This is an optimization exercise on Yosys and OpenROAD, whose aim is small area and a short achievable clock period, not a production implementation.
In this exercise RTL edits were held to simulation tests only and were not proved equivalent to the original.
Power figures rest on the tool's default switching activity, not on a simulated workload.

==> flow/design.v <==
module circle_gen(
  input clk_d,
  input [9:0] pixel_x,
  input [9:0] pixel_y,
  input video_on,
  input [9:0] x,
  input [9:0] y,
  input [5:0] r,
  input [9:0] E1x,
  input [9:0] E1y,
  input [9:0] E2x,
  input [9:0] E2y,
  input [9:0] E3x,
  input [9:0] E3y,
  input [9:0] E4x,
  input [9:0] E4y,
  input [9:0] F1x,
  input [9:0] F1y,
  input gamemenu,
  input gamerun,
  input gamepause,
  output [3:0] red,
  output [3:0] green,
  output [3:0] blue
  );
  wire bx = (pixel_x <= 10'd14) || (pixel_x >= 10'd626 && pixel_x <= 10'd640);
  wire by = (pixel_y <= 10'd14) || (pixel_y >= 10'd466 && pixel_y <= 10'd480);
  wire border = bx | by;
  wire rok = ~r[0] & ((r[5:1] == 5'd5) | (r[5:1] == 5'd6) | (r[5:1] == 5'd7) |
                      (r[5:1] == 5'd8) | (r[5:1] == 5'd9) | (r[5:1] == 5'd10));
  wire [10:0] vx10 = 11'd20 - {1'b0, pixel_x};
  wire [10:0] vy10 = 11'd20 - {1'b0, pixel_y};
  wire [10:0] vxp = 11'd32 - {1'b0, pixel_x};
  wire [10:0] vyp = 11'd32 - {1'b0, pixel_y};
  wire e1, e2, e3, e4, f1, p1;
  circ10 c_e1(.vx(vx10), .vy(vy10), .cx(E1x), .cy(E1y), .o(e1));
  circ10 c_e2(.vx(vx10), .vy(vy10), .cx(E2x), .cy(E2y), .o(e2));
  circ10 c_e3(.vx(vx10), .vy(vy10), .cx(E3x), .cy(E3y), .o(e3));
  circ10 c_e4(.vx(vx10), .vy(vy10), .cx(E4x), .cy(E4y), .o(e4));
  circ10 c_f1(.vx(vx10), .vy(vy10), .cx(F1x), .cy(F1y), .o(f1));
  circp  c_p1(.vx(vxp), .vy(vyp), .cx(x), .cy(y), .k(r[3:1]), .o(p1));
  reg red_q, green_q, blue_q;
  always @(posedge clk_d) begin
    if (border) begin
      red_q <= gamepause;
      green_q <= gamemenu;
      blue_q <= gamerun;
    end else if (rok) begin
      red_q <= video_on & p1;
      green_q <= video_on & (e1 | e2 | e3 | e4);
      blue_q <= video_on & f1;
    end
  end
  assign red = {4{red_q}};
  assign green = {4{green_q}};
  assign blue = {4{blue_q}};
endmodule
module near #(parameter W = 5, parameter G = 2) (
  input [10:0] v,
  input [9:0] c,
  output [W-1:0] t,
  output ok
  );
  assign t = v[W-1:0] + c[W-1:0];
  wire [G:0] top = {1'b0, v[W-1:W-G]} + {1'b0, c[W-1:W-G]};
  wire k = top[G];
  wire [10-W:0] a = -v[10:W];
  wire [10-W:0] b = ~v[10:W];
  wire [10-W:0] ch = {1'b0, c[9:W]};
  assign ok = k ? (b == ch) : (a == ch);
endmodule
module circ10(
  input [10:0] vx,
  input [10:0] vy,
  input [9:0] cx,
  input [9:0] cy,
  output o
  );
  wire [4:0] tx, ty;
  wire okx, oky;
  near #(.W(5)) nx(.v(vx), .c(cx), .t(tx), .ok(okx));
  near #(.W(5)) ny(.v(vy), .c(cy), .t(ty), .ok(oky));
  reg in;
  always @* begin
    case ({tx, ty})
      10'd340, 10'd368, 10'd369, 10'd370, 10'd371, 10'd372, 10'd373, 10'd374, 10'd375, 10'd376, 10'd398, 10'd399,
      10'd400, 10'd401, 10'd402, 10'd403, 10'd404, 10'd405, 10'd406, 10'd407, 10'd408, 10'd409, 10'd410, 10'd429,
      10'd430, 10'd431, 10'd432, 10'd433, 10'd434, 10'd435, 10'd436, 10'd437, 10'd438, 10'd439, 10'd440, 10'd441,
      10'd442, 10'd443, 10'd460, 10'd461, 10'd462, 10'd463, 10'd464, 10'd465, 10'd466, 10'd467, 10'd468, 10'd469,
      10'd470, 10'd471, 10'd472, 10'd473, 10'd474, 10'd475, 10'd476, 10'd492, 10'd493, 10'd494, 10'd495, 10'd496,
      10'd497, 10'd498, 10'd499, 10'd500, 10'd501, 10'd502, 10'd503, 10'd504, 10'd505, 10'd506, 10'd507, 10'd508,
      10'd523, 10'd524, 10'd525, 10'd526, 10'd527, 10'd528, 10'd529, 10'd530, 10'd531, 10'd532, 10'd533, 10'd534,
      10'd535, 10'd536, 10'd537, 10'd538, 10'd539, 10'd540, 10'd541, 10'd555, 10'd556, 10'd557, 10'd558, 10'd559,
      10'd560, 10'd561, 10'd562, 10'd563, 10'd564, 10'd565, 10'd566, 10'd567, 10'd568, 10'd569, 10'd570, 10'd571,
      10'd572, 10'd573, 10'd587, 10'd588, 10'd589, 10'd590, 10'd591, 10'd592, 10'd593, 10'd594, 10'd595, 10'd596,
      10'd597, 10'd598, 10'd599, 10'd600, 10'd601, 10'd602, 10'd603, 10'd604, 10'd605, 10'd619, 10'd620, 10'd621,
      10'd622, 10'd623, 10'd624, 10'd625, 10'd626, 10'd627, 10'd628, 10'd629, 10'd630, 10'd631, 10'd632, 10'd633,
      10'd634, 10'd635, 10'd636, 10'd637, 10'd650, 10'd651, 10'd652, 10'd653, 10'd654, 10'd655, 10'd656, 10'd657,
      10'd658, 10'd659, 10'd660, 10'd661, 10'd662, 10'd663, 10'd664, 10'd665, 10'd666, 10'd667, 10'd668, 10'd669,
      10'd670, 10'd683, 10'd684, 10'd685, 10'd686, 10'd687, 10'd688, 10'd689, 10'd690, 10'd691, 10'd692, 10'd693,
      10'd694, 10'd695, 10'd696, 10'd697, 10'd698, 10'd699, 10'd700, 10'd701, 10'd715, 10'd716, 10'd717, 10'd718,
      10'd719, 10'd720, 10'd721, 10'd722, 10'd723, 10'd724, 10'd725, 10'd726, 10'd727, 10'd728, 10'd729, 10'd730,
      10'd731, 10'd732, 10'd733, 10'd747, 10'd748, 10'd749, 10'd750, 10'd751, 10'd752, 10'd753, 10'd754, 10'd755,
      10'd756, 10'd757, 10'd758, 10'd759, 10'd760, 10'd761, 10'd762, 10'd763, 10'd764, 10'd765, 10'd779, 10'd780,
      10'd781, 10'd782, 10'd783, 10'd784, 10'd785, 10'd786, 10'd787, 10'd788, 10'd789, 10'd790, 10'd791, 10'd792,
      10'd793, 10'd794, 10'd795, 10'd796, 10'd797, 10'd812, 10'd813, 10'd814, 10'd815, 10'd816, 10'd817, 10'd818,
      10'd819, 10'd820, 10'd821, 10'd822, 10'd823, 10'd824, 10'd825, 10'd826, 10'd827, 10'd828, 10'd844, 10'd845,
      10'd846, 10'd847, 10'd848, 10'd849, 10'd850, 10'd851, 10'd852, 10'd853, 10'd854, 10'd855, 10'd856, 10'd857,
      10'd858, 10'd859, 10'd860, 10'd877, 10'd878, 10'd879, 10'd880, 10'd881, 10'd882, 10'd883, 10'd884, 10'd885,
      10'd886, 10'd887, 10'd888, 10'd889, 10'd890, 10'd891, 10'd910, 10'd911, 10'd912, 10'd913, 10'd914, 10'd915,
      10'd916, 10'd917, 10'd918, 10'd919, 10'd920, 10'd921, 10'd922, 10'd944, 10'd945, 10'd946, 10'd947, 10'd948,
      10'd949, 10'd950, 10'd951, 10'd952, 10'd980: in = 1'b1;
      default: in = 1'b0;
    endcase
  end
  assign o = okx & oky & in;
endmodule
module circp(
  input [10:0] vx,
  input [10:0] vy,
  input [9:0] cx,
  input [9:0] cy,
  input [2:0] k,
  output o
  );
  wire [5:0] tx, ty;
  wire okx, oky;
  near #(.W(6), .G(3)) nx(.v(vx), .c(cx), .t(tx), .ok(okx));
  near #(.W(6), .G(3)) ny(.v(vy), .c(cy), .t(ty), .ok(oky));
  reg [4:0] lim;
  reg lv;
  always @* begin
    lv = 1'b1;
    lim = 5'd0;
    case (k)
      3'd0:  
        case (tx)
          6'd16: lim = 5'd0;
          6'd17: lim = 5'd5;
          6'd18: lim = 5'd7;
          6'd19: lim = 5'd9;
          6'd20: lim = 5'd10;
          6'd21: lim = 5'd11;
          6'd22: lim = 5'd12;
          6'd23: lim = 5'd13;
          6'd24: lim = 5'd13;
          6'd25: lim = 5'd14;
          6'd26: lim = 5'd14;
          6'd27: lim = 5'd15;
          6'd28: lim = 5'd15;
          6'd29: lim = 5'd15;
          6'd30: lim = 5'd15;
          6'd31: lim = 5'd15;
          6'd32: lim = 5'd16;
          6'd33: lim = 5'd15;
          6'd34: lim = 5'd15;
          6'd35: lim = 5'd15;
          6'd36: lim = 5'd15;
          6'd37: lim = 5'd15;
          6'd38: lim = 5'd14;
          6'd39: lim = 5'd14;
          6'd40: lim = 5'd13;
          6'd41: lim = 5'd13;
          6'd42: lim = 5'd12;
          6'd43: lim = 5'd11;
          6'd44: lim = 5'd10;
          6'd45: lim = 5'd9;
          6'd46: lim = 5'd7;
          6'd47: lim = 5'd5;
          6'd48: lim = 5'd0;
          default: lv = 1'b0;
        endcase
      3'd1:  
        case (tx)
          6'd14: lim = 5'd0;
          6'd15: lim = 5'd5;
          6'd16: lim = 5'd8;
          6'd17: lim = 5'd9;
          6'd18: lim = 5'd11;
          6'd19: lim = 5'd12;
          6'd20: lim = 5'd13;
          6'd21: lim = 5'd14;
          6'd22: lim = 5'd14;
          6'd23: lim = 5'd15;
          6'd24: lim = 5'd16;
          6'd25: lim = 5'd16;
          6'd26: lim = 5'd16;
          6'd27: lim = 5'd17;
          6'd28: lim = 5'd17;
          6'd29: lim = 5'd17;
          6'd30: lim = 5'd17;
          6'd31: lim = 5'd17;
          6'd32: lim = 5'd18;
          6'd33: lim = 5'd17;
          6'd34: lim = 5'd17;
          6'd35: lim = 5'd17;
          6'd36: lim = 5'd17;
          6'd37: lim = 5'd17;
          6'd38: lim = 5'd16;
          6'd39: lim = 5'd16;
          6'd40: lim = 5'd16;
          6'd41: lim = 5'd15;
          6'd42: lim = 5'd14;
          6'd43: lim = 5'd14;
          6'd44: lim = 5'd13;
          6'd45: lim = 5'd12;
          6'd46: lim = 5'd11;
          6'd47: lim = 5'd9;
          6'd48: lim = 5'd8;
          6'd49: lim = 5'd5;
          6'd50: lim = 5'd0;
          default: lv = 1'b0;
        endcase
      3'd2:  
        case (tx)
          6'd12: lim = 5'd0;
          6'd13: lim = 5'd6;
          6'd14: lim = 5'd8;
          6'd15: lim = 5'd10;
          6'd16: lim = 5'd12;
          6'd17: lim = 5'd13;
          6'd18: lim = 5'd14;
          6'd19: lim = 5'd15;
          6'd20: lim = 5'd16;
          6'd21: lim = 5'd16;
          6'd22: lim = 5'd17;
          6'd23: lim = 5'd17;
          6'd24: lim = 5'd18;
          6'd25: lim = 5'd18;
          6'd26: lim = 5'd19;
          6'd27: lim = 5'd19;
          6'd28: lim = 5'd19;
          6'd29: lim = 5'd19;
          6'd30: lim = 5'd19;
          6'd31: lim = 5'd19;
          6'd32: lim = 5'd20;
          6'd33: lim = 5'd19;
          6'd34: lim = 5'd19;
          6'd35: lim = 5'd19;
          6'd36: lim = 5'd19;
          6'd37: lim = 5'd19;
          6'd38: lim = 5'd19;
          6'd39: lim = 5'd18;
          6'd40: lim = 5'd18;
          6'd41: lim = 5'd17;
          6'd42: lim = 5'd17;
          6'd43: lim = 5'd16;
          6'd44: lim = 5'd16;
          6'd45: lim = 5'd15;
          6'd46: lim = 5'd14;
          6'd47: lim = 5'd13;
          6'd48: lim = 5'd12;
          6'd49: lim = 5'd10;
          6'd50: lim = 5'd8;
          6'd51: lim = 5'd6;
          6'd52: lim = 5'd0;
          default: lv = 1'b0;
        endcase
      3'd6:  
        case (tx)
          6'd20: lim = 5'd0;
          6'd21: lim = 5'd4;
          6'd22: lim = 5'd6;
          6'd23: lim = 5'd7;
          6'd24: lim = 5'd8;
          6'd25: lim = 5'd9;
          6'd26: lim = 5'd10;
          6'd27: lim = 5'd10;
          6'd28: lim = 5'd11;
          6'd29: lim = 5'd11;
          6'd30: lim = 5'd11;
          6'd31: lim = 5'd11;
          6'd32: lim = 5'd12;
          6'd33: lim = 5'd11;
          6'd34: lim = 5'd11;
          6'd35: lim = 5'd11;
          6'd36: lim = 5'd11;
          6'd37: lim = 5'd10;
          6'd38: lim = 5'd10;
          6'd39: lim = 5'd9;
          6'd40: lim = 5'd8;
          6'd41: lim = 5'd7;
          6'd42: lim = 5'd6;
          6'd43: lim = 5'd4;
          6'd44: lim = 5'd0;
          default: lv = 1'b0;
        endcase
      3'd7:  
        case (tx)
          6'd18: lim = 5'd0;
          6'd19: lim = 5'd5;
          6'd20: lim = 5'd7;
          6'd21: lim = 5'd8;
          6'd22: lim = 5'd9;
          6'd23: lim = 5'd10;
          6'd24: lim = 5'd11;
          6'd25: lim = 5'd12;
          6'd26: lim = 5'd12;
          6'd27: lim = 5'd13;
          6'd28: lim = 5'd13;
          6'd29: lim = 5'd13;
          6'd30: lim = 5'd13;
          6'd31: lim = 5'd13;
          6'd32: lim = 5'd14;
          6'd33: lim = 5'd13;
          6'd34: lim = 5'd13;
          6'd35: lim = 5'd13;
          6'd36: lim = 5'd13;
          6'd37: lim = 5'd13;
          6'd38: lim = 5'd12;
          6'd39: lim = 5'd12;
          6'd40: lim = 5'd11;
          6'd41: lim = 5'd10;
          6'd42: lim = 5'd9;
          6'd43: lim = 5'd8;
          6'd44: lim = 5'd7;
          6'd45: lim = 5'd5;
          6'd46: lim = 5'd0;
          default: lv = 1'b0;
        endcase
      default: lv = 1'b0;
    endcase
  end
  wire [4:0] fy = ty[4:0] ^ {5{~ty[5]}};
  assign o = okx & oky & lv & ({1'b0, fy} < {1'b0, lim} + ty[5]);
endmodule
==> flow/flow/run.sh <==
#!/bin/bash
# Standard ORFS layout, except:
#  - the port buffers are sky130_fd_sc_hd__buf_1.
# Each tool's log is under orfs/logs; make's output is in flow_make.log.
set -euo pipefail
here=$(pwd)
mkdir -p $here/abc_tmp
export OWN_ABC_SCRIPT=$here/flow/abc.script OWN_STA_SCRIPT=$here/flow/sta.tcl OWN_ABC_DIR=$here/abc_tmp
export OWN_ABC_CANDS="1:2000 2:2000 3:2000 4:2000 5:2000 6:2000 1:1500 2:1500" OWN_AREA_PAD=800 OWN_CLOCK_PORT=clk_d
export OWN_PERIOD=${FLOW_PERIOD_NS:-20}
# OpenSTA, installed beside openroad
export OWN_STA=$(dirname $(command -v openroad))/sta
bash standard.sh SYNTH_SCRIPT=$here/flow/synth.tcl ADDER_MAP_FILE= SYNTH_OPERATIONS_ARGS=-noshare \
  "BUFFER_PORTS_ARGS=-buffer_cell sky130_fd_sc_hd__buf_1" finish > flow_make.log 2>&1
==> flow/flow/abc.script <==
strash
&get -n
&deepsyn -I 1 -J 40 -S @SEED@
&put
dch -f
map -D @D@
topo
stime -c
buffer -c
upsize -c
dnsize -c
==> flow/flow/sta.tcl <==
read_liberty $::env(OWN_LIB)
read_verilog $::env(OWN_NET)
link_design $::env(OWN_TOP)
read_sdc $::env(OWN_SDC)
set_driving_cell -lib_cell sky130_fd_sc_hd__buf_1 [delete_from_list [all_inputs] [get_ports $::env(OWN_CLK)]]
set_load 0.002 [get_nets *]
puts "OWN_WS [sta::worst_slack_cmd max]"
==> flow/flow/synth.tcl <==
proc synth {args} { yosys synth -nofsm -noshare {*}$args }
proc abc {args} {
  set out {}
  set skip 0
  foreach a $args {
    if {$skip} { set skip 0; continue }
    if {$a eq "-script" || $a eq "-D"} { set skip 1; continue }
    lappend out $a
  }
  set f [open $::env(OWN_ABC_SCRIPT) r]
  set template [read $f]
  close $f
  set dir $::env(OWN_ABC_DIR)
  set period $::env(OWN_PERIOD)
  yosys design -save own_pre
  set best 1e30
  foreach cand $::env(OWN_ABC_CANDS) {
    lassign [split $cand :] seed d
    yosys design -load own_pre
    set script $dir/abc_${seed}_$d.script
    set f [open $script w]
    puts $f [string map [list @SEED@ $seed @D@ $d] $template]
    close $f
    yosys abc -script $script {*}$out
    set st [tee -q -s result.string stat {*}$::lib_args]
    regexp {Chip area for module[^:]*: *([0-9.]+)} $st -> area
    set net $dir/cand_${seed}_$d.v
    yosys write_verilog -noattr -noexpr $net
    set sta [exec env OWN_NET=$net OWN_LIB=[lindex $::env(LIB_FILES) 0] OWN_TOP=$::env(DESIGN_NAME) \
      OWN_SDC=$::env(SDC_FILE) OWN_CLK=$::env(OWN_CLOCK_PORT) \
      $::env(OWN_STA) -no_init -exit $::env(OWN_STA_SCRIPT) 2>@1]
    regexp {OWN_WS ([-0-9.eE+]+)} $sta -> ws
    set p [expr {$period - $ws * 1e9}]
    set est [expr {($area + $::env(OWN_AREA_PAD)) * $p}]
    puts "own abc seed $seed D $d: area $area period $p estimate $est"
    if {$est < $best} {
      set best $est
      yosys design -save own_best
    }
  }
  yosys design -load own_best
  puts "own abc: kept estimate $best"
}
source $::env(SCRIPTS_DIR)/synth.tcl
# left out here: clear keep_hierarchy, flatten, clean up, hide names made inside functions, write 1_2_yosys.v
==> flow/standard.sh <==
#!/bin/bash
# synth_recipe.tcl (not shown) runs the flow's synth.tcl, then flattens the netlist and writes it again
# the make line also repeats each setting of config.mk as NAME=value (left out here)
make -C /OpenROAD-flow-scripts/flow DESIGN_CONFIG=/design/flow/config.mk WORK_HOME=/design/flow/orfs CLKGATE_MAP_FILE= SYNTH_SCRIPT=/design/flow/synth_recipe.tcl "${@:-finish}"
==> flow/config.mk <==
export PLATFORM = sky130hd
export DESIGN_NAME = circle_gen
export DESIGN_NICKNAME = circle_gen
export VERILOG_FILES = /design/flow/design.v
export SDC_FILE = /design/flow/constraint.sdc
export NUM_CORES = 4
export LEC_CHECK = 0
export CAP_MARGIN = 20
export CORE_MARGIN = 2
export CORE_UTILIZATION = 60
export CTS_BUF_LIST = sky130_fd_sc_hd__clkbuf_4
export SLEW_MARGIN = 60
==> flow/constraint.sdc <==
create_clock -name core_clock -period 20.0 [get_ports {clk_d}]
set_input_delay 4.0000 -clock core_clock [delete_from_list [all_inputs] [get_ports {clk_d}]]
set_output_delay 4.0000 -clock core_clock [all_outputs]
set_load 0.01 [all_outputs]
==> results of run 1 <==
## worst paths after layout
path                  startpoint  slack [ns]  cells after the start  endpoint
worst max-delay path  pixel_y[3]       13.00                     18   green_q
worst min-delay path    gamemenu        4.06                      3   green_q
## cells in the mapped netlist, types with 14 or more instances
master	n	area (sq um)
a21oi_1	71	355
buf_4	14	105
inv_1	166	623
inv_2	15	56.3
nand2_1	218	818
nand3_1	36	180
nor2_1	202	758
nor3_1	21	105
o211ai_1	15	113
o21ai_0	69	345
or2_2	14	87.6
xnor2_1	25	219
xor2_1	51	447
## state kept, by name, summed over array words and instances (netlist names)
signal / cells
blue_q: 1
red_q: 1
green_q: 1
## cell families after synthesis
group,synth area share [%]
AO/OA/AOI/OAI,29.0
XOR/XNOR,11.8
buffers and inverters,14.8
flip-flops,1.59
multiplexers,0.177
AND/OR/NAND/NOR,42.7
## tightest hold or removal path, stage by stage
cell and delay (ns):
buf_1 0.09, nand2_1 0.06, nand2_1 0.05
## metal layers
metal	vias to the layer above	routed length, um	global-route usage [%]
met5	-	0	0
met4	0	905	19.1
met3	62	1670	3.05
met2	384	8890	62.5
met1	3397	7990	45.8
li1	3902	-	-
## power breakdown
| part | internal (uW) | switching (uW) | leakage [uW] | total, uW |
|---|---|---|---|---|
| combinational | 67.1 | 128 | 0.00300 | 195 |
| sequential | 7.75 | 0.684 | 0.0000242 | 8.44 |
| clock | 8.93 | 4.67 | 0.0000184 | 13.6 |
## stage by stage
| step | setup slack (ns) | hold WS, ns |
|---|---|---|
| after floorplan | 13.68 | 4.19 |
| after global placement | 12.74 | 4.31 |
| after detailed placement | 12.90 | 4.30 |
| after CTS | 13.15 | 4.05 |
| after global routing | 12.79 | 4.05 |
| final | 13.00 | 4.06 |
## layout make-up
class / count / area [sq um]
multi-input cells: 887 / 4740
fillers: 928 / 2900
inverters: 182 / 683
repair buffers: 162 / 614
well taps: 111 / 139
flip-flops and latches: 3 / 90.1
clock buffers: 4 / 30.0
==> results.json, run 1 <==
{
  "async_flop_share_pct": 0,
  "drv_slew": 0,
  "antenna_found_initial": 0,
  "synth_fp_nets": 1247,
  "path_clk_slew_ns": 0.04,
  "cts_resized": 0,
  "grt_use_total_pct": 36.6,
  "wl_per_cell_um": 14.4,
  "arrival_ns": 7.00,
  "max_slew_margin_pct": 58.6,
  "cp_slowest_cell": "buf_1",
  "cp_num_buf_inv": 4,
  "routed_wl_um": 19500,
  "power_uw": 217,
  "cp.required_ns": 20.00,
  "dp_hpwl_um": 16200,
  "cp-start-kind": "primary input",
  "cts_tree": "done",
  "drive_gt1_share_pct": 7.43,
  "cts_max_path_buffers": 2,
  "final_cells": 1349,
  "yosysSeqAreaShare_pct": 1.59,
  "finalSetupTns_ns": 0,
  "ir_drop_mv": 0.0161,
  "initial_core_util_pct": 61.5,
  "worstPathMaxFanout": 10,
  "cts_setup_buffers": 0,
  "die_area_sq_mm": 0.0102,
  "place_inst": 1345,
  "synth-edff-count": 3,
  "io_buffers": 162,
  "first_iter_violations": 509,
  "first_pass_iters": 8,
  "final_cell_mix": "218 x nand2_1, 200 x nor2_1, 166 x inv_1",
  "grt_pass1_vias": 6754,
  "max_slew.worst_pin.slew_ns": 0.622,
  "synth_seq_cells": 3,
  "p_leak_uw": 0.00304,
  "synth_cells": 1096,
  "hold_viol_final": 0,
  "cts_root_buffer": "clkbuf_4",
  "synth_cell_type_count": 61,
  "ioPinCount": 163,
  "ys_warn_count": 3,
  "grt_overflow_total": 0,
  "syn_avg_cell_area_sq_um": 5.16,
  "rows": 35,
  "die_y_um": 101,
  "cts_sinks": 3,
  "dr_total_vias": 7745,
  "postLayoutCoreUtil_pct": 68.5,
  "fin_area_sq_mm": 0.00630,
  "hold_class": "primary input to flip-flop",
  "critical_path_class": "primary input to flip-flop",
  "timing.fmax_ghz": 0.143,
  "cts_buffers": 3,
  "synth_flop_cell": "edfxtp_1",
  "viasPerCell": 5.74,
  "area_growth_pct": 11.3,
  "core-area_sq_mm": 0.00920,
  "place_congestion": 1.04,
  "crit_family": "simple AND/OR/NAND/NOR gates",
  "place_area_sq_mm": 0.00626,
  "fin_crit_ns": 7.00,
  "cts_hold_buf": 0,
  "die_w_um": 101,
  "max_stage_delay_ns": 0.46,
  "htreeDepth": 1,
  "grt_pass1_wl_um": 30000,
  "drc_errors": 0,
  "drv_cap": 0,
  "power_density_mw_per_mm2": 34.4,
  "rsz0062_at_grt": "false",
  "finalCritPeriodShare_pct": 35.0,
  "cp-end-kind": "flip-flop",
  "crit_chain": "buf_1 -> nor2_4 -> inv_2 -> nand2_1 -> nand2_1 -> and2_1 -> inv_1 -> nand2_1 -> nor2_1 -> nand2_1 -> xor2_1 -> inv_2 -> o211ai_1 -> a22oi_1 -> o2111ai_1 -> o221ai_1 -> o21ai_1 -> nand2_1",
  "status": "no timing/DRC/antenna violations",
  "final_common_cell": "nand2_1",
  "setup_viol": 0,
  "ant_nets": 0,
  "netlist_area_sq_mm": 0.00566,
  "cpMostUsedCell": "nand2_1",
  "grt_max_degree": 14,
  "diodes": 0,
  "nNetsFinal": 1390
}
==> run 2, diff against run 1 <==
--- a/flow/flow/run.sh
+++ b/flow/flow/run.sh
@@ -7,5 +7,5 @@
 mkdir -p $here/abc_tmp
 export OWN_ABC_SCRIPT=$here/flow/abc.script OWN_STA_SCRIPT=$here/flow/sta.tcl OWN_ABC_DIR=$here/abc_tmp
-export OWN_ABC_CANDS="1:2000 2:2000 3:2000 4:2000 5:2000 6:2000 1:1500 2:1500" OWN_AREA_PAD=800 OWN_CLOCK_PORT=clk_d
+export OWN_ABC_CANDS="2:2000:40 1:2000:100 2:2000:100 3:2000:100 4:2000:100 5:2000:100" OWN_AREA_PAD=800 OWN_CLOCK_PORT=clk_d
 export OWN_PERIOD=${FLOW_PERIOD_NS:-20}
 # OpenSTA, installed beside openroad
==> flow/flow/abc.script (replaced) <==
strash
&get -n
&deepsyn -I 1 -J @J@ -S @SEED@
&put
dch -f
map -D @D@
topo
stime -c
buffer -c
upsize -c
dnsize -c
--- a/flow/flow/synth.tcl
+++ b/flow/flow/synth.tcl
@@ -16,14 +16,14 @@
   set best 1e30
   foreach cand $::env(OWN_ABC_CANDS) {
-    lassign [split $cand :] seed d
+    lassign [split $cand :] seed d j
     yosys design -load own_pre
-    set script $dir/abc_${seed}_$d.script
+    set script $dir/abc_${seed}_${d}_$j.script
     set f [open $script w]
-    puts $f [string map [list @SEED@ $seed @D@ $d] $template]
+    puts $f [string map [list @SEED@ $seed @D@ $d @J@ $j] $template]
     close $f
     yosys abc -script $script {*}$out
     set st [tee -q -s result.string stat {*}$::lib_args]
     regexp {Chip area for module[^:]*: *([0-9.]+)} $st -> area
-    set net $dir/cand_${seed}_$d.v
+    set net $dir/cand_${seed}_${d}_$j.v
     yosys write_verilog -noattr -noexpr $net
     set sta [exec env OWN_NET=$net OWN_LIB=[lindex $::env(LIB_FILES) 0] OWN_TOP=$::env(DESIGN_NAME) \
@@ -33,5 +33,5 @@
     set p [expr {$period - $ws * 1e9}]
     set est [expr {($area + $::env(OWN_AREA_PAD)) * $p}]
-    puts "own abc seed $seed D $d: area $area period $p estimate $est"
+    puts "own abc seed $seed D $d J $j: area $area period $p estimate $est"
     if {$est < $best} {
       set best $est
==> run 2 against run 1 <==
Against the previous run: critical path type unchanged; highest routed layer unchanged; largest power group unchanged; still clean on timing, DRC and antenna; critical path depth unchanged; routed wire length fell by 3.9%; non-clock buffer count did not move; die area decreased by 3.8%.
==> results.json, run 2 <==
{
  "status": "no timing/DRC/antenna violations",
  "min_from": "gamerun",
  "synth_common_cells": "226 x nor2_1, 192 x nand2_1, 163 x inv_1",
  "die_area_sq_mm": 0.00983,
  "p_leak_uw": 0.00290,
  "grtUsageMet2_pct": 61.3,
  "area_growth_pct": 11.6,
  "syn_avg_cell_area_sq_um": 5.14,
  "dr_total_vias": 7508,
  "nNetsFinal": 1351,
  "hold_path_depth": 3,
  "synth_seq_cells": 3,
  "core-area_sq_mm": 0.00876,
  "final_cell_mix": "225 x nor2_1, 192 x nand2_1, 163 x inv_1",
  "worstPathMaxFanout": 10,
  "place_area_sq_mm": 0.00602,
  "drc_errors": 0,
  "max_slew_margin_pct": 60.2,
  "cp.required_ns": 20.10,
  "die_w_um": 99.2,
  "synth-edff-count": 3,
  "place_congestion": 1.03,
  "met1_usage_pct": 48.6,
  "drv_cap": 0,
  "cp-start-kind": "primary input",
  "async_flop_share_pct": 0,
  "timing.fmax_ghz": 0.140,
  "io_buffers": 162,
  "grt_use_total_pct": 36.7,
  "netlist_area_sq_mm": 0.00543,
  "synth_fp_nets": 1208,
  "synth_cells": 1057,
  "finalCritPeriodShare_pct": 35.7,
  "wl_per_cell_um": 14.3,
  "fin_area_sq_mm": 0.00606,
  "path_clk_slew_ns": 0.04,
  "cts_hold_buf": 0,
  "grt_pass1_wl_um": 29700,
  "first_pass_iters": 7,
  "yosysTopAreaCellShare_pct": 15.6,
  "grt_max_degree": 13,
  "fin_crit_ns": 7.14,
  "first_iter_violations": 658,
  "cts_sinks": 3,
  "htreeDepth": 1,
  "die_y_um": 99.2,
  "cts_setup_buffers": 0,
  "dp_hpwl_um": 15600,
  "rows": 34,
  "min_to": "blue_q",
  "power_density_mw_per_mm2": 34.4,
  "largestRegisters": "blue_q x1, green_q x1, red_q x1",
  "rsz0062_at_grt": "false",
  "cts_root_buffer": "clkbuf_4",
  "cts_resized": 0,
  "hold_class": "primary input to flip-flop",
  "ys_warn_count": 3,
  "grt_pass1_vias": 6518,
  "yosysSeqAreaShare_pct": 1.66,
  "hold_viol_final": 0,
  "max_slew.worst_pin.slew_ns": 0.594,
  "drv_slew": 0,
  "cts_buffers": 3,
  "yosysMostFrequentCell": "nor2_1",
  "cp-end-kind": "flip-flop",
  "antenna_found_initial": 0,
  "ioPinCount": 163,
  "diodes": 0,
  "setup_viol": 0,
  "final_common_cell": "nor2_1",
  "fillers": 917,
  "routed_wl_um": 18700,
  "synth_cell_type_count": 63,
  "top_usage_layer": "met2",
  "synth_area_leaders": "nor2_1 16%, nand2_1 13%, inv_1 11%, xor2_1 7.6%, o21ai_0 6.5%",
  "cts_tree": "done",
  "ir_drop_mv": 0.0156,
  "synth_flop_cell": "edfxtp_1",
  "critical_path_class": "primary input to flip-flop",
  "cts_max_path_buffers": 2,
  "yosysTopAreaCell": "nor2_1",
  "finalSetupTns_ns": 0,
  "drive_gt1_share_pct": 5.00,
  "viasPerCell": 5.74,
  "grt_overflow_total": 0,
  "met3_usage_pct": 4.50,
  "ant_nets": 0,
  "initial_core_util_pct": 62.0,
  "arrival_ns": 7.23
}
## run 2: cell types whose count changed after synthesis, sizes merged, moves of 4 or more
cell | previous run | this run
o32ai | 0 | 7
inv | 181 | 171
nand2 | 228 | 196
o211ai | 18 | 10
o21ai | 79 | 86
o31ai | 7 | 13
nand4 | 14 | 8
a21oi | 74 | 68
nand3 | 42 | 31
nor2 | 219 | 238
a211oi | 4 | 8
## run 2: area by class of cell
type,count,area (sq um),share of cell area (%)
inverters,174,662,10.9
clock buffers,4,30.0,0.495
multi-input cells,856,4530,74.8
repair buffers,162,613,10.1
well taps,108,135,2.23
flip-flops and latches,3,90.1,1.49
## run 2: through the flow
| stage | hold slack (ns) | cells | total power [uW] | utilization [%] | setup WS, ns |
|---|---|---|---|---|---|
| after floorplan | 4.19 | 1057 | 144 | - | 13.62 |
| after global placement | 4.34 | 1303 | 187 | 68.7 | 12.70 |
| after detailed placement | 4.33 | 1303 | 189 | 68.7 | 12.68 |
| after CTS | 4.09 | 1307 | 203 | 69.1 | 12.94 |
| after global routing | 4.11 | 1307 | 230 | 69.2 | 12.61 |
| final | 4.11 | 1307 | 209 | 69.2 | 12.86 |
## run 2: cell families (layout without fill, tap and decap cells)
group	after synthesis	in the layout	synth area share, %
buffers and inverters	198	340	15.0
AO/OA/AOI/OAI	268	268	31.4
flip-flops	3	3	1.66
XOR/XNOR	72	72	11.7
multiplexers	2	2	0.369
AND/OR/NAND/NOR	514	514	39.8
## run 2: how the worst max path moves through the flow
stage | endpoint | cells past startpoint | slack, ns | startpoint
global route | blue_q | 18 | 12.61 | pixel_x[4]
finish | blue_q | 18 | 12.86 | pixel_x[4]
detailed placement | blue_q | 18 | 12.68 | pixel_x[4]
global placement | blue_q | 18 | 12.70 | pixel_x[4]
CTS | blue_q | 18 | 12.94 | pixel_x[4]
floorplan | red_q | 19 | 13.62 | pixel_x[1]
## run 2: routing by layer
metal | routed length [um] | vias to the layer above
li1 | - | 3785
met1 | 7510 | 3204
met2 | 8420 | 458
met3 | 2130 | 61
met4 | 631 | 0
met5 | 0 | -
## run 2: critical path, stage by stage
cell and delay [ns]:
clkbuf_2 0.20, nor2_2 0.21, inv_2 0.06, nor2_2 0.18
inv_2 0.05, nor2_1 0.14, inv_2 0.07, nor2_2 0.14
nor2_1 0.12, nor2_2 0.22, a21oi_1 0.09, a31oi_1 0.32
inv_1 0.15, nor2_1 0.33, nand3_1 0.17, a2111oi_2 0.39
o2111ai_1 0.19, o21ai_1 0.18
## run 2: where the power goes
| part | total, uW | switching, uW | leakage [uW] | internal (uW) |
|---|---|---|---|---|
| Combinational | 187 | 122 | 0.00286 | 64.7 |
| Sequential | 8.66 | 0.890 | 0.0000243 | 7.77 |
| Clock | 13.1 | 4.19 | 0.0000184 | 8.90 |
| Total | 209 | 127 | 0.00290 | 81.4 |
==> run 3, diff against run 2 <==
--- a/flow/design.v
+++ b/flow/design.v
@@ -40,15 +40,11 @@
   circ10 c_f1(.vx(vx10), .vy(vy10), .cx(F1x), .cy(F1y), .o(f1));
   circp  c_p1(.vx(vxp), .vy(vyp), .cx(x), .cy(y), .k(r[3:1]), .o(p1));
+  wire hold = ~border & ~rok;
+  wire draw = ~border & rok & video_on;
   reg red_q, green_q, blue_q;
   always @(posedge clk_d) begin
-    if (border) begin
-      red_q <= gamepause;
-      green_q <= gamemenu;
-      blue_q <= gamerun;
-    end else if (rok) begin
-      red_q <= video_on & p1;
-      green_q <= video_on & (e1 | e2 | e3 | e4);
-      blue_q <= video_on & f1;
-    end
+    red_q <= (border & gamepause) | (draw & p1) | (hold & red_q);
+    green_q <= (border & gamemenu) | (draw & (e1 | e2 | e3 | e4)) | (hold & green_q);
+    blue_q <= (border & gamerun) | (draw & f1) | (hold & blue_q);
   end
   assign red = {4{red_q}};
--- a/flow/flow/run.sh
+++ b/flow/flow/run.sh
@@ -7,5 +7,5 @@
 mkdir -p $here/abc_tmp
 export OWN_ABC_SCRIPT=$here/flow/abc.script OWN_STA_SCRIPT=$here/flow/sta.tcl OWN_ABC_DIR=$here/abc_tmp
-export OWN_ABC_CANDS="2:2000:40 1:2000:100 2:2000:100 3:2000:100 4:2000:100 5:2000:100" OWN_AREA_PAD=800 OWN_CLOCK_PORT=clk_d
+export OWN_ABC_CANDS="5:2000:40 1:2000:100 2:2000:100 3:2000:100 4:2000:100 5:2000:100" OWN_AREA_PAD=800 OWN_CLOCK_PORT=clk_d
 export OWN_PERIOD=${FLOW_PERIOD_NS:-20}
 # OpenSTA, installed beside openroad
==> run 3 against run 2 <==
Against the previous run: first-iteration DRC count is 22% lower; flip-flop and latch count is the same; combinational power increased by 5%; via count is 0.89% higher; die area is 1.2% higher; total power grew 4.6%; sequential power up 1%; sequential share of layout area down 0.51 points; routed wire length shrank 1.7%; critical endpoint is now green_q; largest cell class unchanged.
==> results.json, run 3 <==
{
  "path_clk_slew_ns": 0.05,
  "grt_pass1_vias": 6357,
  "place_area_sq_mm": 0.00611,
  "first_pass_iters": 6,
  "cts_root_buffer": "clkbuf_4",
  "grt_pass1_wl_um": 29400,
  "yosysTopAreaCell": "nand2_1",
  "max_slew.worst_pin.slew_ns": 0.535,
  "final_cells": 1318,
  "cts_hold_buf": 0,
  "ir_drop_mv": 0.0234,
  "synth_common_cells": "202 x nand2_1, 193 x nor2_1, 159 x inv_1",
  "nNetsFinal": 1362,
  "synth_cells": 1068,
  "p_int_uw": 84.1,
  "routed_wl_um": 18400,
  "grt_max_degree": 13,
  "die_y_um": 99.8,
  "power_uw": 218,
  "dp_hpwl_um": 15700,
  "netlist_area_sq_mm": 0.00550,
  "dr_total_vias": 7575,
  "synth_flop_cell": "dfxtp_1",
  "drv_slew": 0,
  "critical_path_class": "primary input to flip-flop",
  "cts_buffers": 3,
  "io_buffers": 162,
  "drc_errors": 0,
  "synth_cell_type_count": 60,
  "cp.required_ns": 20.19,
  "syn_avg_cell_area_sq_um": 5.15,
  "grt_overflow_total": 0,
  "clock_skew_ns": 0,
  "yosysSeqAreaShare_pct": 1.09,
  "pwr-share-seq_pct": 4.0,
  "arrival_ns": 7.08,
  "fin_crit_ns": 6.89,
  "p_sw_uw": 134,
  "max_slew_margin_pct": 63.4,
  "final_cell_mix": "202 x nand2_1, 191 x nor2_1, 160 x buf_1",
  "place_congestion": 0.979,
  "cts_resized": 0,
  "cts_max_path_buffers": 2,
  "ys_warn_count": 3,
  "place_inst": 1314,
  "die_w_um": 99.8,
  "hold_viol_final": 0,
  "yosysTopAreaCellShare_pct": 13.8,
  "swShare_pct": 61.5,
  "cp-startpoint": "pixel_y[4]",
  "drive_gt1_share_pct": 5.62,
  "status": "no timing/DRC/antenna violations",
  "wl_per_cell_um": 13.9,
  "insertion_delay_ns": 0.23,
  "htreeDepth": 1,
  "ant_nets": 0,
  "async_flop_share_pct": 0,
  "finalSetupTns_ns": 0,
  "diodes": 0,
  "r2r-start": "green_q",
  "worstPathMaxFanout": 9,
  "core-area_sq_mm": 0.00881,
  "timing.fmax_ghz": 0.145,
  "ioPinCount": 163,
  "hold_slack_ns": 0.548,
  "die_area_sq_mm": 0.00995,
  "first_iter_violations": 514,
  "grt_use_total_pct": 35.7,
  "rows": 34,
  "min_from": "blue_q",
  "antenna_found_initial": 1,
  "clockPowerShare_pct": 6.0,
  "synth_fp_nets": 1219,
  "cts_sinks": 3,
  "combPwrFrac_pct": 90.0,
  "power_density_mw_per_mm2": 35.5,
  "synth_seq_cells": 3,
  "hold_class": "flip-flop to flip-flop",
  "yosysMostFrequentCell": "nand2_1",
  "cp-start-kind": "primary input",
  "largestRegisters": "blue_q x1, green_q x1, red_q x1",
  "finalCritPeriodShare_pct": 34.5,
  "cp-end-kind": "flip-flop",
  "drv_cap": 0,
  "initial_core_util_pct": 62.5,
  "rsz0062_at_grt": "false",
  "area_growth_pct": 11.7,
  "p_leak_uw": 0.00296,
  "cts_tree": "done",
  "setup_viol": 0,
  "final_common_cell": "nand2_1",
  "synth-edff-count": 0,
  "cts_setup_buffers": 0,
  "fin_area_sq_mm": 0.00614,
  "synth_area_leaders": "nand2_1 14%, nor2_1 13%, inv_1 11%, xor2_1 9.1%, o21ai_0 7.6%",
  "viasPerCell": 5.75,
  "reg2reg_slack_ns": 19.13
}
run 3: cell count changes after synthesis, moves of 9 or more:
cell     delta
nor2_1     -33
xor2_1     +10
nand2_1    +10
o21ai_0    +12
a21oi_1    +11
o31ai_1     -9
nand3_1    +14
run 3: power by group through the flow:
stage / clock (uW) / combinational [uW] / sequential [uW]
detailed placement: 0 / 191 / 8.84
finish: 13.0 / 196 / 8.77
global placement: 0 / 189 / 8.76
global route: 14.0 / 219 / 8.92
CTS: 13.1 / 192 / 8.74
floorplan: 0 / 145 / 8.33
run 3: logic make-up after synthesis:
| group | share of synthesized area [%] |
|---|---|
| and+or+nand+nor | 40.8 |
| buffers and inverters | 14.2 |
| DFF | 1.09 |
| AOI/OAI and AO/OA | 31.0 |
| xor gates and xnor gates | 12.8 |
run 3: metal layers:
layer | GRT usage, % | wire length (um) | vias to the layer above
met5 | 0 | 13 | -
met4 | 6.43 | 314 | 2
met3 | 5.69 | 2070 | 29
met2 | 59.8 | 8080 | 418
met1 | 48.8 | 7890 | 3286
li1 | - | - | 3840
run 3: layout make-up:
class                      instances  area, sq um
clock buffer                       4         30.0
fill                             915         2660
inverter                         167          627
multi-input combinational        873         4680
sequential                         3         60.1
tap                              108          135
timing repair buffer             163          616
run 3: worst paths after layout:
path / endpoint / cells past startpoint
max: green_q / 14
min: blue_q / 2
max reg2reg: green_q / 2
min reg2reg: blue_q / 2
run 3: per-stage QoR:
stage	util (%)	setup WS, ns
global placement	69.1	12.69
detailed placement	69.4	12.99
global route	69.8	12.87
floorplan	-	13.79
CTS	69.8	13.22
finish	69.8	13.11
run 3: critical path: stages:
cell and delay, ns:
buf_1 0.25, nor2_1 0.27, inv_1 0.14, nor2_1 0.33, nand2_1 0.17, nand2_1 0.21
inv_1 0.13, a2111oi_0 0.56, nand3_1 0.22, a21oi_1 0.23, o311ai_0 0.16, a211oi_1 0.24
o21ai_1 0.10, nand2_1 0.05
==> run 4, diff against run 3 <==
--- a/flow/design.v
+++ b/flow/design.v
@@ -34,10 +34,10 @@
   wire [10:0] vyp = 11'd32 - {1'b0, pixel_y};
   wire e1, e2, e3, e4, f1, p1;
-  circ10 c_e1(.vx(vx10), .vy(vy10), .cx(E1x), .cy(E1y), .o(e1));
-  circ10 c_e2(.vx(vx10), .vy(vy10), .cx(E2x), .cy(E2y), .o(e2));
-  circ10 c_e3(.vx(vx10), .vy(vy10), .cx(E3x), .cy(E3y), .o(e3));
-  circ10 c_e4(.vx(vx10), .vy(vy10), .cx(E4x), .cy(E4y), .o(e4));
-  circ10 c_f1(.vx(vx10), .vy(vy10), .cx(F1x), .cy(F1y), .o(f1));
-  circp  c_p1(.vx(vxp), .vy(vyp), .cx(x), .cy(y), .k(r[3:1]), .o(p1));
+  circ10 c_e1(.px(pixel_x), .py(pixel_y), .vx(vx10), .vy(vy10), .cx(E1x), .cy(E1y), .o(e1));
+  circ10 c_e2(.px(pixel_x), .py(pixel_y), .vx(vx10), .vy(vy10), .cx(E2x), .cy(E2y), .o(e2));
+  circ10 c_e3(.px(pixel_x), .py(pixel_y), .vx(vx10), .vy(vy10), .cx(E3x), .cy(E3y), .o(e3));
+  circ10 c_e4(.px(pixel_x), .py(pixel_y), .vx(vx10), .vy(vy10), .cx(E4x), .cy(E4y), .o(e4));
+  circ10 c_f1(.px(pixel_x), .py(pixel_y), .vx(vx10), .vy(vy10), .cx(F1x), .cy(F1y), .o(f1));
+  circp  c_p1(.px(pixel_x), .py(pixel_y), .vx(vxp), .vy(vyp), .cx(x), .cy(y), .k(r[3:1]), .o(p1));
   wire hold = ~border & ~rok;
   wire draw = ~border & rok & video_on;
@@ -52,5 +52,6 @@
   assign blue = {4{blue_q}};
 endmodule
-module near #(parameter W = 5, parameter G = 2) (
+module near #(parameter W = 5, parameter G = 2, parameter OFF = 0) (
+  input [9:0] p,
   input [10:0] v,
   input [9:0] c,
@@ -58,5 +59,5 @@
   output ok
   );
-  assign t = v[W-1:0] + c[W-1:0];
+  assign t = c[W-1:0] - p[W-1:0] + OFF;
   wire [G:0] top = {1'b0, v[W-1:W-G]} + {1'b0, c[W-1:W-G]};
   wire k = top[G];
@@ -67,4 +68,6 @@
 endmodule
 module circ10(
+  input [9:0] px,
+  input [9:0] py,
   input [10:0] vx,
   input [10:0] vy,
@@ -75,6 +78,6 @@
   wire [4:0] tx, ty;
   wire okx, oky;
-  near #(.W(5)) nx(.v(vx), .c(cx), .t(tx), .ok(okx));
-  near #(.W(5)) ny(.v(vy), .c(cy), .t(ty), .ok(oky));
+  near #(.W(5), .OFF(20)) nx(.p(px), .v(vx), .c(cx), .t(tx), .ok(okx));
+  near #(.W(5), .OFF(20)) ny(.p(py), .v(vy), .c(cy), .t(ty), .ok(oky));
   reg in;
   always @* begin
@@ -113,4 +116,6 @@
 endmodule
 module circp(
+  input [9:0] px,
+  input [9:0] py,
   input [10:0] vx,
   input [10:0] vy,
@@ -122,6 +127,6 @@
   wire [5:0] tx, ty;
   wire okx, oky;
-  near #(.W(6), .G(3)) nx(.v(vx), .c(cx), .t(tx), .ok(okx));
-  near #(.W(6), .G(3)) ny(.v(vy), .c(cy), .t(ty), .ok(oky));
+  near #(.W(6), .G(3), .OFF(32)) nx(.p(px), .v(vx), .c(cx), .t(tx), .ok(okx));
+  near #(.W(6), .G(3), .OFF(32)) ny(.p(py), .v(vy), .c(cy), .t(ty), .ok(oky));
   reg [4:0] lim;
   reg lv;
--- a/flow/flow/run.sh
+++ b/flow/flow/run.sh
@@ -7,5 +7,5 @@
 mkdir -p $here/abc_tmp
 export OWN_ABC_SCRIPT=$here/flow/abc.script OWN_STA_SCRIPT=$here/flow/sta.tcl OWN_ABC_DIR=$here/abc_tmp
-export OWN_ABC_CANDS="5:2000:40 1:2000:100 2:2000:100 3:2000:100 4:2000:100 5:2000:100" OWN_AREA_PAD=800 OWN_CLOCK_PORT=clk_d
+export OWN_ABC_CANDS="3:2000:40 1:2000:100 2:2000:100 3:2000:100 4:2000:100 5:2000:100" OWN_AREA_PAD=800 OWN_CLOCK_PORT=clk_d
 export OWN_PERIOD=${FLOW_PERIOD_NS:-20}
 # OpenSTA, installed beside openroad
==> run 4 against run 3 <==
Against the previous run: still clean; worst setup slack gained 0.0054 ns; core utilization barely moved; fmax about the same; design area down 0.43%; via count barely moved; die area shrank 0.94%; clock skew did not move; synthesized cell count decreased by 1.9%; critical endpoint is now red_q.
==> results.json, run 4 <==
{
  "status": "no timing/DRC/antenna violations",
  "antenna_found_initial": 0,
  "insertion_delay_ns": 0.25,
  "dr_total_vias": 7581,
  "synth-edff-count": 0,
  "yosysTopAreaCellShare_pct": 14.2,
  "grt_max_degree": 13,
  "cp.required_ns": 20.13,
  "ioPinCount": 163,
  "cts_root_buffer": "clkbuf_4",
  "cts_buffers": 3,
  "hold_class": "flip-flop to flip-flop",
  "worstPathMaxFanout": 10,
  "synth_fa_ha_area_share_pct": 0.184,
  "yosysMostFrequentCell": "nor2_1",
  "routed_wl_um": 19200,
  "synth_flop_cell": "dfxtp_1",
  "fin_crit_ns": 6.89,
  "cts_resized": 0,
  "rsz0062_at_grt": "false",
  "reg2reg_slack_ns": 19.16,
  "drive_gt1_share_pct": 5.45,
  "hold_viol_final": 0,
  "max_slew_margin_pct": 62.1,
  "p_leak_uw": 0.00286,
  "viasPerCell": 5.83,
  "timing.fmax_ghz": 0.145,
  "hold_slack_ns": 0.590,
  "ir_drop_mv": 0.0145,
  "drv_slew": 0,
  "core-area_sq_mm": 0.00876,
  "synth_cells": 1048,
  "synth_area_leaders": "nor2_1 14%, nand2_1 13%, inv_1 11%, xor2_1 7.4%, o21ai_0 7.3%",
  "wl_per_cell_um": 14.8,
  "first_pass_iters": 9,
  "synthMuxAreaShare_pct": 0,
  "max_slew.worst_pin.slew_ns": 0.568,
  "die_area_sq_mm": 0.00986,
  "first_iter_violations": 631,
  "fillers": 887,
  "diodes": 0,
  "synth_seq_cells": 3,
  "finalSetupTns_ns": 0,
  "cp-end-kind": "flip-flop",
  "grt_pass1_vias": 6637,
  "path_clk_slew_ns": 0.04,
  "drv_cap": 0,
  "synth_common_cells": "206 x nor2_1, 187 x nand2_1, 160 x inv_1",
  "final_cell_mix": "205 x nor2_1, 187 x nand2_1, 160 x inv_1",
  "yosysSeqAreaShare_pct": 1.10,
  "yosysTopAreaCell": "nor2_1",
  "critical_path_class": "primary input to flip-flop",
  "synth_top_family_by_area": "simple AND/OR/NAND/NOR gates",
  "initial_core_util_pct": 62.2,
  "cts_setup_buffers": 0,
  "dp_hpwl_um": 16100,
  "place_inst": 1296,
  "area_growth_pct": 12.3,
  "seqCellArea_sq_um": 60.1,
  "largestRegisters": "blue_q x1, green_q x1, red_q x1",
  "clock_skew_ns": 0,
  "cp-start-kind": "primary input",
  "die_w_um": 99.3,
  "synth_fp_nets": 1199,
  "grt_use_total_pct": 37.8,
  "grt_pass1_wl_um": 30800,
  "rows": 34,
  "final_cells": 1301,
  "netlist_area_sq_mm": 0.00545,
  "arrival_ns": 7.01,
  "synth_cell_type_count": 64,
  "multi_input_area_sq_mm": 0.00464,
  "cts_tree": "done",
  "yosys.area_share.simple_pct": 39.6,
  "cts_sinks": 3,
  "place_congestion": 1.06,
  "power_density_mw_per_mm2": 35.9,
  "htreeDepth": 1,
  "die_y_um": 99.3,
  "drc_errors": 0,
  "synth_compound_area_share_pct": 32.2,
  "final_common_cell": "nor2_1",
  "postLayoutCoreUtil_pct": 69.8,
  "synth_xor_area_share_pct": 12.7,
  "async_flop_share_pct": 0,
  "ys_warn_count": 3,
  "cts_hold_buf": 0,
  "nNetsFinal": 1345,
  "io_buffers": 162,
  "cts_max_path_buffers": 2,
  "setup_viol": 0,
  "syn_avg_cell_area_sq_um": 5.20,
  "finalCritPeriodShare_pct": 34.4,
  "ant_nets": 0,
  "grt_overflow_total": 0
}
[run 4: cell count changes in the layout (fill, tap and decap cells not counted), sizes merged, moves of 5 or more]
cell     change
nand2       -19
a21oi       -10
xnor2       +12
o22ai        +7
nor2        +14
nand3       -10
xor2        -12
o211ai       -5
o2111ai      +5
[run 4: final cells by class]
class | instances | area share [%]
multi-input combinational | 854 | 75.8
sequential | 3 | 0.982
clock buffer | 4 | 0.491
inverter | 168 | 10.3
tap | 108 | 2.21
timing repair buffer | 164 | 10.2
[run 4: layer usage]
metal  track usage, %  wire [um]  up-vias
met1             51.5       8100     3267
li1                 -          -     3783
met3             4.36       2000       62
met5                0          0        -
met2             63.0       8530      469
met4             10.3        574        0
[run 4: worst paths after layout]
kind                            cells after the start      to        from
worst max register to register                      2   red_q       red_q
worst max-delay path                               19   red_q  pixel_x[0]
worst min register to register                      2  blue_q      blue_q
worst min-delay path                                2  blue_q      blue_q
[run 4: cell families after synthesis]
logic type | after synthesis
compound gates | 273
xor+xnor | 78
fa+ha+maj | 1
buf+inv | 191
flops | 3
simple gates | 502
[run 4: through the flow]
step | power (uW) | setup slack (ns) | instance area, sq um
after floorplan | 152 | 13.71 | 5450
after global placement | 198 | 12.93 | 6050
after detailed placement | 200 | 12.92 | 6080
after CTS | 214 | 13.17 | 6110
after global routing | 241 | 12.91 | 6120
final | 220 | 13.11 | 6120
[run 4: critical path: stages]
cell,delay [ns]
buf_1,0.37
inv_2,0.25
nand2_1,0.15
nand2_2,0.14
nor2_4,0.18
inv_2,0.08
nor2_4,0.19
inv_2,0.11
o21ai_4,0.27
inv_2,0.09
nand2_1,0.08
o21ai_0,0.14
a31o_2,0.30
nand3_2,0.06
nand4_2,0.08
a32oi_1,0.18
o21ai_1,0.09
a21oi_1,0.16
o21ai_1,0.07
[run 4: power by group]
group / internal, uW / total [uW] / leakage [uW] / switching, uW
sequential: 7.23 / 9.07 / 0.0000248 / 1.84
clock: 8.90 / 13.2 / 0.0000184 / 4.29
combinational: 69.4 / 197 / 0.00282 / 128

==> what the ideal ports hide <==
In the flow no input, the clock included, has a driving cell. The finished layouts below were timed again as built, in two steps. Step 1: set_driving_cell puts a clkbuf_16 on clk_d and a buf_2 on each other input, an assumption about the parent block. Step 2 times the ports against the registers' clock, not the clock port: input delays grow and output delays shrink by t, the midpoint of the rising clock arrivals with the driver on. a / b / c = no drivers / after step 1 / after step 2; a / b = the first two.
run | shift t [ns] | setup slack, ns | worst setup path after step 2 | latest minus earliest clock arrival (ns) | pins driven straight from the clock port
run 1 | 0.276 | 13.001 / 12.999 / 12.724 | input to register | 0.001 / 0.001 | 1
run 2 | 0.278 | 12.863 / 12.872 / 12.595 | input to register | 0.005 / 0.005 | 1
run 3 | 0.262 | 13.109 / 13.112 / 12.850 | input to register | 0.012 / 0.012 | 1
run 4 | 0.269 | 13.114 / 13.114 / 12.845 | input to register | 0.004 / 0.004 | 1
After both steps every run listed still meets setup and hold. The setup slack of run 1, which loses most, moves by -0.002 ns with the drivers and by -0.277 ns with both steps.
